This design comes from an exercise in tuning for small area on the open sky130 flow, not from production work.
Only simulation tests tie the RTL to the original design; equivalence was not proved.
No activity file was given, so power comes from the tool's default toggle rates.

==> flow/design.v <==
module useless_boxes(input  logic       clk,
                     input  logic       reset,
                     input  logic [9:0] switch,
                     output logic [9:0] PWM);
	logic [14:0] count;
	always_ff @(posedge clk)
		if (reset || count == 15'd20000) count <= 15'd0;
		else count <= count + 15'd1;
	logic lt3200, lt1500;
	assign lt3200 = count < 15'd3200;
	assign lt1500 = count < 15'd1500;
	logic frame0;
	assign frame0 = reset || count == 15'd20000;
	logic [5:0] rq, rf;
	logic [4:0] rs;
	logic [4:0] kq, kf;
	logic [5:0] ks;
	logic goq, gos, gof;
	assign goq = count[11:0] >= 12'd2496;   
	assign gos = count[11:0] >= 12'd1728;   
	assign gof = count[11:0] >= 12'd1984;   
	always_ff @(posedge clk)
		if (frame0) begin
			rq <= 6'd14;   
			rs <= 5'd9;    
			rf <= 6'd19;   
			kq <= 5'd20;
			ks <= 6'd50;
			kf <= 5'd20;
		end else begin
			rq <= (rq == 6'd0) ? 6'd34 : rq - 6'd1;
			rs <= (rs == 5'd0) ? 5'd28 : rs - 5'd1;
			rf <= (rf == 6'd0) ? 6'd59 : rf - 6'd1;
			if (rq == 6'd0 && goq) kq <= kq - 5'd1;
			if (rs == 5'd0 && gos) ks <= ks - 6'd1;
			if (rf == 6'd0 && gof) kf <= kf - 5'd1;
		end
	genvar i;
	generate
		for (i = 0; i < 10; i = i + 1) begin : box_gen_loop
			useless_box box(.clk(clk), .reset(reset), .sw(switch[i]),
			                .lt3200(lt3200), .lt1500(lt1500),
			                .kq(kq), .ks(ks), .kf(kf), .PWM(PWM[i]));
		end
	endgenerate
endmodule
module useless_box(input  logic       clk,
                   input  logic       reset,
                   input  logic       sw,
                   input  logic       lt3200,
                   input  logic       lt1500,
                   input  logic [4:0] kq, kf,
                   input  logic [5:0] ks,
                   output logic       PWM);
	logic w, h;
	always_ff @(posedge clk) begin
		w <= !reset && !w && !h && sw;
		h <= !reset && (w || (h && sw));
	end
	logic [2:0] s;
	always_ff @(posedge clk)
		if (reset) s <= 3'd1;
		else if (w) s <= {s[1:0], s[2] ^ s[1]};
	localparam logic [16:0] CLR = 17'h00204;
	localparam logic [16:0] INV = 17'h0AAAA;
	logic [16:0] r, q, qn;
	logic z, step;
	assign q = r ^ INV;
	assign z = (q[15:0] == 16'd0);
	assign step = z & !q[16];
	assign qn = {q[15:0], q[16] ^ q[13] ^ z};
	always_ff @(posedge clk)
		if (reset || w) r <= CLR ^ INV;
		else r <= qn ^ INV;
	logic [5:0] n;
	logic sat;
	assign sat = n[5] & n[4] & n[2];   
	always_ff @(posedge clk)
		if (reset || w) n <= 6'd0;
		else if (step && !sat) n <= n + 6'd1;
	logic [5:0] k;
	assign k = s[1] ? (s[0] ? {1'b0, kf} : ks) : {1'b0, kq};
	logic [6:0] c;
	assign c[0] = 1'b0;
	genvar j;
	generate
		for (j = 0; j < 6; j = j + 1) begin : cmp
			assign c[j+1] = (n[j] & !k[j]) | (n[j] & c[j]) | (!k[j] & c[j]);
		end
	endgenerate
	logic act;
	assign act = sw & !w;
	always_ff @(posedge clk)
		PWM <= lt3200 & (!act | lt1500 | !c[6]);
endmodule
Settings: LEC_CHECK=0, CAP_MARGIN=20, CORE_MARGIN=2, CORE_UTILIZATION=40, PLACE_DENSITY=0.6, SLEW_MARGIN=20; clock period 10.0 ns.
standard.sh (not shown) runs the stock make flow with config.mk's settings and CLKGATE_MAP_FILE= SYNTH_SCRIPT=/design/flow/synth_recipe.tcl, a recipe that flattens the netlist after the stock synthesis.
==> flow/flow/run.sh <==
#!/bin/bash
# Layout: the standard flow (standard.sh) with two changes:
#  - synthesis maps logic with an area-oriented ABC script (area_synth.tcl);
#  - clock tree synthesis inserts no dummy loads.
set -uo pipefail
work=$(pwd)
bash standard.sh \
  "SYNTH_SCRIPT=$work/flow/area_synth.tcl" \
  "CTS_ARGS=-sink_clustering_enable -repair_clock_nets -dont_use_dummy_load -buf_list sky130_fd_sc_hd__clkbuf_4 -sink_clustering_size 10 -sink_clustering_max_diameter 50" \
  finish > standard.log 2>&1
==> flow/flow/area.abc <==
strash
&get -n
&fraig -x
&put
scorr
dc2
strash
&get -n
&dch -f
&nf -R 1000
&put
strash
dc2
&get -n
&dch -f
&nf -R 1000
&put
topo
stime -c
==> flow/flow/area_synth.tcl <==
# The standard synthesis (synth_recipe.tcl, sourced unchanged), except
# that ABC maps the logic with the area-oriented script area.abc beside
# this file. Registers, their names and cell types are not affected: ABC
# only remaps the combinational logic between them.
set area_abc [file join [file dirname [file normalize [info script]]] area.abc]
proc abc {args} {
  global area_abc
  set i [lsearch -exact $args -script]
  if {$i >= 0} {
    set args [lreplace $args $i [expr {$i + 1}] -script $area_abc]
  }
  yosys abc {*}$args
}
source [file join [file dirname [file dirname $area_abc]] synth_recipe.tcl]
The first run finished with timing, DRC and antenna clean.
Rerun with:
--- a/flow/flow/run.sh
+++ b/flow/flow/run.sh
@@ -9 +9 @@
-  "CTS_ARGS=-sink_clustering_enable -repair_clock_nets -dont_use_dummy_load -buf_list sky130_fd_sc_hd__clkbuf_4 -sink_clustering_size 10 -sink_clustering_max_diameter 50" \
+  "CTS_ARGS=-sink_clustering_enable -repair_clock_nets -dont_use_dummy_load" \
Effect: Worst setup slack is better by 0.17 ns. Combinational power barely changes. Worst hold slack is worse by 0.0041 ns. Clock power goes up by about 90%. Register-to-register slack hardly moves. Clock skew goes down by 0.0093 ns. Total power goes up by about 25%. Non-clock buffer count does not change. Wire length goes up by about 1.1%. Die area does not change. Flip-flop and latch count is unchanged.
Rerun with:
==> flow/run.sh (new file) <==
#!/bin/bash
# synth_recipe.tcl (not shown) runs the flow's synth.tcl, then flattens the netlist and writes it again
# the make line also repeats each setting of config.mk as NAME=value (left out here)
make -C /OpenROAD-flow-scripts/flow DESIGN_CONFIG=/design/flow/config.mk WORK_HOME=/design/flow/orfs CLKGATE_MAP_FILE= SYNTH_SCRIPT=/design/flow/synth_recipe.tcl finish
removed: flow/flow/run.sh
removed: flow/flow/area.abc
removed: flow/flow/area_synth.tcl
removed: flow/standard.sh
Result: The changed run went through all stages and came out clean; setup slack gets better by 0.014 ns; routed wire length rises by 3.7%; clock power rises by 23%.

[port drivers added, routing unchanged]
The results above use ideal ports. As a check the final layouts listed here were re-extracted and re-timed, cells and wires unchanged. Step 1, drivers: a clkbuf_16 drives clk and a buf_2 each remaining input, both assumed. Step 2, shift: input delay + t, output delay - t, t = (earliest + latest rising clock arrival at the registers) / 2. This alone moves slack from input paths to output paths. a / b / c = ideal ports / drivers / drivers and shift; a / b = the first two.
run	t (ns)	setup slack, ns	worst data-port slew with drivers (ns)
the first run	0.710	6.436 / 6.389 / 6.393	0.05
the second run	0.546	6.605 / 6.555 / 6.394	0.05
the third run	0.564	6.619 / 6.572 / 6.139	0.05
After both steps every run listed still meets setup and hold. The setup slack of the third run, which loses most, moves by -0.047 ns with the drivers and by -0.480 ns with both steps.
